What follows belongs to an exercise in optimizing a design on an open flow for small area, a short achievable clock period and few clock cycles; a production flow would make more cautious choices.
Function was checked by simulation only, so behaviour that the tests miss may differ from the original.
No activity file was given, so power comes from the tool's default toggle rates.

==> 11-27 <==
==> flow/design.v <==
module my_cpu(input clk, reset,
output [5:0] address,
output memWr,
output [7:0] writedata,
input [7:0] readdata, IN,
output [7:0] OUT,
output halt
);
reg [5:0] pc;
reg [7:0] a;
reg [7:0] outr;
reg [7:0] ir;       
reg       ev;       
reg [7:0] rf [0:7];
reg       haltr;
reg       s_ldi, s_jmp, s_ldm, s_stm, s_dld, s_dst;
wire fetch = ~(s_ldi | s_jmp | s_ldm | s_stm | s_dld | s_dst | haltr);
assign address   = (s_dld | s_dst) ? ir[5:0] : pc;
assign memWr     = s_dst;
assign writedata = a;
assign OUT       = outr;
assign halt      = haltr;
wire [3:0] eh = ir[7:4];
wire [2:0] er = ir[2:0];
wire [7:0] rv = rf[er];
wire e_lda = ev & (eh == 4'h1);
wire e_sta = ev & (eh == 4'h2);
wire e_and = ev & (eh == 4'hA);
wire e_or  = ev & (eh == 4'hB);
wire e_add = ev & (eh == 4'hC);
wire e_sub = ev & (eh == 4'hD);
wire e_e   = ev & (eh == 4'hE) & (ir[3:0] <= 4'd5);
wire e_not = e_e & (ir[2:0] == 3'd0);
wire e_inc = e_e & (ir[2:0] == 3'd1);
wire e_dec = e_e & (ir[2:0] == 3'd2);
wire e_shl = e_e & (ir[2:0] == 3'd3);
wire e_shr = e_e & (ir[2:0] == 3'd4);
wire e_ror = e_e & (ir[2:0] == 3'd5);
wire e_in  = ev & (ir == 8'hF0);
wire e_out = ev & (ir == 8'hF1);
wire e_aw = e_lda | e_and | e_or | e_add | e_sub | e_e | e_in;
reg [7:0] ares;
always @(*) begin
	ares = a;
	if (e_lda) ares = rv;
	if (e_and) ares = a & rv;
	if (e_or)  ares = a | rv;
	if (e_add) ares = a + rv;
	if (e_sub) ares = a - rv;
	if (e_not) ares = ~a;
	if (e_inc) ares = a + 8'd1;
	if (e_dec) ares = a - 8'd1;
	if (e_shl) ares = {a[6:0], 1'b0};
	if (e_shr) ares = {1'b0, a[7:1]};
	if (e_ror) ares = {a[0], a[7:1]};
	if (e_in)  ares = IN;
end
always @(posedge clk)
	if (e_sta)
		rf[er] <= a;
wire [3:0] fh = readdata[7:4];
wire       flo0 = (readdata[3:0] == 4'd0);
wire       f_br = (fh == 4'h6) | (fh == 4'h7) | (fh == 4'h8) | (fh == 4'h9);
wire       f_cond = (fh != 4'h6);
wire       az = (a == 8'd0);
reg        f_take;
always @(*)
	case (fh)
		4'h7:    f_take = az;
		4'h8:    f_take = ~az;
		4'h9:    f_take = ~a[7] & (~flo0 | ~az);
		default: f_take = 1'b1;
	endcase
wire f_stall = f_br & f_cond & e_aw;
wire f_ldm  = (readdata == 8'h30);
wire f_stm  = (readdata == 8'h40);
wire f_ldi  = (readdata == 8'h50);
wire f_halt = (readdata == 8'hF2);
wire f_e    = ~f_br & ~f_ldm & ~f_stm & ~f_ldi & ~f_halt;
wire [5:0] pc1 = pc + 6'd1;
wire [5:0] pc2 = pc + 6'd2;
wire [5:0] pcrel = readdata[3] ? pc1 - {3'd0, readdata[2:0]} : pc1 + {3'd0, readdata[2:0]};
always @(posedge clk) begin
	if (reset) begin
		pc <= 6'd0;
		a <= 8'd0;
		outr <= 8'd0;
		ev <= 1'b0;
		haltr <= 1'b0;
		s_ldi <= 1'b0; s_jmp <= 1'b0; s_ldm <= 1'b0; s_stm <= 1'b0;
		s_dld <= 1'b0; s_dst <= 1'b0;
	end else begin
		a <= ares;
		if (e_out) outr <= a;
		ev <= 1'b0;
		s_ldi <= 1'b0; s_jmp <= 1'b0; s_ldm <= 1'b0; s_stm <= 1'b0;
		s_dld <= 1'b0; s_dst <= 1'b0;
		if (fetch) begin
			ir <= readdata;
			if (f_stall) begin
				pc <= pc;
			end else if (f_halt) begin
				haltr <= 1'b1;
			end else if (f_br) begin
				if (flo0) begin
					if (f_take) begin
						pc <= pc1;
						s_jmp <= 1'b1;
					end else
						pc <= pc2;
				end else
					pc <= f_take ? pcrel : pc1;
			end else begin
				pc <= pc1;
				ev <= f_e;
				s_ldi <= f_ldi;
				s_ldm <= f_ldm;
				s_stm <= f_stm;
			end
		end
		if (s_ldi) begin
			a <= readdata;
			pc <= pc1;
		end
		if (s_jmp)
			pc <= readdata[5:0];
		if (s_ldm | s_stm) begin
			ir <= readdata;
			pc <= pc1;
			s_dld <= s_ldm;
			s_dst <= s_stm;
		end
		if (s_dld)
			a <= readdata;
	end
end
endmodule
==> flow/run.sh <==
#!/bin/bash
# synth_recipe.tcl (not shown) runs the flow's synth.tcl, then flattens the netlist and writes it again
# the make line also repeats each setting of config.mk as NAME=value (left out here)
make -C /OpenROAD-flow-scripts/flow DESIGN_CONFIG=/design/flow/config.mk WORK_HOME=/design/flow/orfs CLKGATE_MAP_FILE= SYNTH_SCRIPT=/design/flow/synth_recipe.tcl finish
==> flow/config.mk <==
export PLATFORM = sky130hd
export DESIGN_NAME = my_cpu
export DESIGN_NICKNAME = my_cpu
export VERILOG_FILES = /design/flow/design.v
export SDC_FILE = /design/flow/constraint.sdc
export NUM_CORES = 4
export LEC_CHECK = 0
export CAP_MARGIN = 20
export CORE_MARGIN = 2
export CORE_UTILIZATION = 40
export SETUP_SLACK_MARGIN = 2.0
export SLEW_MARGIN = 20
==> flow/constraint.sdc <==
create_clock -name core_clock -period 5.0 [get_ports {clk}]
set_input_delay 1.0000 -clock core_clock [delete_from_list [all_inputs] [get_ports {clk}]]
set_output_delay 1.0000 -clock core_clock [all_outputs]
set_load 0.01 [all_outputs]
==> 03-01 (differences from 11-27) <==
==> flow/design.v, changed modules only <==
module fastadd #(parameter N = 8)
(input [N-1:0] x, y,
input ci,
output [N-1:0] s);
reg [N:0] G, P;
integer i, d;
always @(*) begin
	G[0] = ci;
	P[0] = 1'b0;
	for (i = 0; i < N; i = i + 1) begin
		G[i+1] = x[i] & y[i];
		P[i+1] = x[i] ^ y[i];
	end
	for (d = 1; d <= N; d = d * 2)
		for (i = N; i >= d; i = i - 1) begin
			G[i] = G[i] | (P[i] & G[i-d]);
			P[i] = P[i] & P[i-d];
		end
end
assign s = x ^ y ^ G[N-1:0];
endmodule
module alu8
(input [7:0] x, y,
input ci, ce,
input [3:0] t,
output [7:0] s);
reg [8:0] G, P;
integer i, d;
always @(*) begin
	G[0] = ci;
	P[0] = 1'b0;
	for (i = 0; i < 8; i = i + 1) begin
		G[i+1] = ce & x[i] & y[i];
		P[i+1] = ce & (x[i] | y[i]);
	end
	for (d = 1; d <= 8; d = d * 2)
		for (i = 8; i >= d; i = i - 1) begin
			G[i] = G[i] | (P[i] & G[i-d]);
			P[i] = P[i] & P[i-d];
		end
end
reg [7:0] f;
always @(*)
	for (i = 0; i < 8; i = i + 1)
		f[i] = t[{y[i], x[i]}];
assign s = f ^ G[7:0];
endmodule
module my_cpu(input clk, reset,
output [5:0] address,
output memWr,
output [7:0] writedata,
input [7:0] readdata, IN,
output [7:0] OUT,
output halt
);
reg [5:0] pc;
reg [7:0] a;
reg [7:0] outr;
reg [7:0] ir;       
reg       ev;       
reg       xz, xinv, cin, ce, land, lor;   
reg [7:0] rsel;     
reg [7:0] rf [0:7];
reg       haltr;
reg       s_ldi, s_jmp, s_rel, s_ldm, s_stm, s_dld, s_dst;
wire s_d   = s_dld | s_dst;
wire fetch = ~(s_ldi | s_jmp | s_rel | s_ldm | s_stm | s_d | haltr);
assign address   = pc;
assign memWr     = s_dst;
assign writedata = a;
assign OUT       = outr;
assign halt      = haltr;
wire [3:0] eh = ir[7:4];
reg  [7:0] rv;
integer k;
always @(*) begin
	rv = 8'd0;
	for (k = 0; k < 8; k = k + 1)
		rv = rv | ({8{rsel[k]}} & rf[k]);
end
wire e_lda = ev & (eh == 4'h1);
wire e_sta = ev & (eh == 4'h2);
wire e_and = ev & (eh == 4'hA);
wire e_or  = ev & (eh == 4'hB);
wire e_add = ev & (eh == 4'hC);
wire e_sub = ev & (eh == 4'hD);
wire e_e   = ev & (eh == 4'hE) & ~ir[3] & ~(ir[2] & ir[1]);
wire e_not = e_e & (ir[2:0] == 3'd0);
wire e_inc = e_e & (ir[2:0] == 3'd1);
wire e_dec = e_e & (ir[2:0] == 3'd2);
wire e_shl = e_e & (ir[2:0] == 3'd3);
wire e_shr = e_e & (ir[2:0] == 3'd4);
wire e_ror = e_e & (ir[2:0] == 3'd5);
wire e_in  = ev & (ir == 8'hF0);
wire e_out = ev & (ir == 8'hF1);
wire e_aw = e_lda | e_and | e_or | e_add | e_sub | e_e | e_in;
wire       e_alu = e_lda | e_and | e_or | e_add | e_sub | e_not | e_inc | e_dec;
wire [7:0] x = (a & {8{~xz}}) ^ {8{xinv}};
wire [7:0] alu;
wire [3:0] tt = land ? 4'b1000 : lor ? 4'b1110 : (xinv & ce) ? 4'b1001 : 4'b0110;
alu8 alu0(x, rv, cin, ce, tt, alu);
wire       a_mem = s_ldi | s_dld;
wire       a_hold = ~(e_aw | a_mem);
wire [7:0] ares = ({8{e_alu}} & alu)
                | ({8{e_shl}} & {a[6:0], 1'b0})
                | ({8{e_shr}} & {1'b0, a[7:1]})
                | ({8{e_ror}} & {a[0], a[7:1]})
                | ({8{e_in}} & IN)
                | ({8{a_mem}} & readdata)
                | ({8{a_hold}} & a);
always @(posedge clk)
	for (k = 0; k < 8; k = k + 1)
		if (e_sta & rsel[k])
			rf[k] <= a;
wire az = (a == 8'd0);
function take;
	input [7:0] op;
	input z, n;
	case (op[7:4])
		4'h7:    take = z;
		4'h8:    take = ~z;
		4'h9:    take = ~n & ((op[3:0] != 4'd0) | ~z);
		default: take = 1'b1;
	endcase
endfunction
wire [3:0] fh = readdata[7:4];
wire       flo0 = (readdata[3:0] == 4'd0);
wire       f_br = (fh[3:2] == 2'b01 & fh[1]) | (fh[3:2] == 2'b10 & ~fh[1]);
wire f_ldm  = (readdata == 8'h30);
wire f_stm  = (readdata == 8'h40);
wire f_ldi  = (readdata == 8'h50);
wire f_halt = (readdata == 8'hF2);
wire f_e    = ~f_br & ~f_ldm & ~f_stm & ~f_ldi & ~f_halt;
wire f_add  = (fh == 4'hC);
wire f_sub  = (fh == 4'hD);
wire f_inc  = (readdata == 8'hE1);
wire f_dec  = (readdata == 8'hE2);
wire f_not  = (readdata == 8'hE0);
wire f_reg  = (fh == 4'h1) | (fh == 4'h2) | (fh[3:2] == 2'b10 & fh[1]) | (fh[3:2] == 2'b11 & ~fh[1]);
wire       j_take = take(ir, az, a[7]);
wire [5:0] pc1 = pc + 6'd1;
wire [5:0] pcrel;
fastadd #(6) reladd(pc, {{3{ir[3]}}, ir[2:0] ^ {3{ir[3]}}}, ir[3], pcrel);
wire p_inc  = fetch | s_ldi | (s_jmp & ~j_take);
wire p_rd   = (s_jmp & j_take) | s_ldm | s_stm;
wire p_rel  = s_rel & j_take;
wire p_hold = haltr | (s_rel & ~j_take);
wire [5:0] pcn = ({6{p_inc}} & pc1)
               | ({6{p_rel}} & pcrel)
               | ({6{p_rd}} & readdata[5:0])
               | ({6{s_d}} & ir[5:0])
               | ({6{p_hold}} & pc);
always @(posedge clk) begin
	if (s_ldm | s_stm)
		ir <= {2'b00, pc1};
	else
		ir <= readdata;
	rsel <= f_reg ? (8'd1 << readdata[2:0]) : 8'd0;
	xz   <= (fh == 4'h1);
	xinv <= f_sub | f_dec | f_not;
	cin  <= f_inc | f_dec;
	ce   <= f_add | f_sub | f_inc | f_dec;
	land <= (fh == 4'hA);
	lor  <= (fh == 4'hB);
	if (reset) begin
		pc <= 6'd0;
		a <= 8'd0;
		outr <= 8'd0;
		ev <= 1'b0;
		haltr <= 1'b0;
		s_ldi <= 1'b0; s_jmp <= 1'b0; s_rel <= 1'b0; s_ldm <= 1'b0; s_stm <= 1'b0;
		s_dld <= 1'b0; s_dst <= 1'b0;
	end else begin
		a <= ares;
		pc <= pcn;
		if (e_out) outr <= a;
		ev    <= fetch & f_e;
		haltr <= haltr | (fetch & f_halt);
		s_ldi <= fetch & f_ldi;
		s_ldm <= fetch & f_ldm;
		s_stm <= fetch & f_stm;
		s_jmp <= fetch & f_br & flo0;
		s_rel <= fetch & f_br & ~flo0;
		s_dld <= s_ldm;
		s_dst <= s_stm;
	end
end
endmodule
==> flow/flow/run.sh (new file) <==
#!/bin/bash
# Standard layout, but with plain buffers on the ports instead of the
# delay-cell buffers buffer_ports picks by default.
set -euo pipefail
export BUFFER_PORTS_ARGS="-buffer_cell sky130_fd_sc_hd__buf_1"
bash standard.sh > standard.log 2>&1
==> flow/standard.sh (new file) <==
#!/bin/bash
# synth_recipe.tcl (not shown) runs the flow's synth.tcl, then flattens the netlist and writes it again
# the make line also repeats each setting of config.mk as NAME=value (left out here)
make -C /OpenROAD-flow-scripts/flow DESIGN_CONFIG=/design/flow/config.mk WORK_HOME=/design/flow/orfs CLKGATE_MAP_FILE= SYNTH_SCRIPT=/design/flow/synth_recipe.tcl "${@:-finish}"
- CTS_BUF_LIST: default -> sky130_fd_sc_hd__clkbuf_8
- CTS_CLUSTER_SIZE: default -> 40
- SETUP_SLACK_MARGIN: 2.0 -> 2.8
- SYNTH_HIERARCHICAL: default -> 1
- SYNTH_MINIMUM_KEEP_SIZE: default -> 0
- TNS_END_PERCENT: default -> 10
removed: flow/run.sh
==> metrics.md <==
| Metric | Value |
|---|---|
| Seq_cells | between 100 and 150 |
| RD Place Congestion | around 0.85 |
| Clock Power Share | around 39% |
| Multi-input combinational area share | 40.6% |
| Avg Cell Area, Syn | 11.2 um^2 |
| Status | timing/DRC/antenna clean |
| Clk sinks | between 100 and 150 |
| Sw Ratio | a little over a quarter |
| Max Fanout on Critical Path | 9 |
| R2R Setup Slk | roughly 2.8 ns |
the above is filed under 03-01

==> metrics.md <==
| Metric | Value |
|---|---|
| Max Fanout on Critical Path | 8 |
| Status | timing/DRC/antenna clean |
| Avg Cell Area, Syn | between 9 and 10 um^2 |
| Sw Ratio | between 30% and 40% |
| Clock Power Share | about 30% |
| RD Place Congestion | just under 1 |
the above is filed under 11-27

Testbench counts of 11-27, summed over its fixed seeds: cycles 27,619.
Testbench counts of 03-01, summed over its fixed seeds: cycles 27,699.

-- separate check: timing with driven ports --
Ports are ideal in the flow. The routed layouts listed here were re-timed in OpenROAD.
Step 1 (the two cells are an assumption about what drives the block):
set clk [get_ports {clk}]
set_driving_cell -lib_cell sky130_fd_sc_hd__clkbuf_16 $clk
set_driving_cell -lib_cell sky130_fd_sc_hd__buf_2 [delete_from_list [all_inputs] $clk]
Step 2 times the ports against the registers' clock, not the clock port: input delays grow and output delays shrink by t, the midpoint of the rising clock arrivals with the driver on.
Three values: ideal ports, drivers, drivers and shift; two values: the first two.
run | t (ns) | setup WS [ns] | clock arrival spread, ns | worst register clock-pin slew, ns
11-27 | 0.404 | 1.881 / 1.881 / 1.606 | 0.006 / 0.006 | 0.07 / 0.07
03-01 | 0.455 | 2.763 / 2.763 / 2.476 | 0.011 / 0.011 | 0.08 / 0.08
After both steps every run listed still meets setup and hold. For 03-01, which loses most, drivers alone change the setup slack by 0.000 ns; drivers and shift together by -0.287 ns.
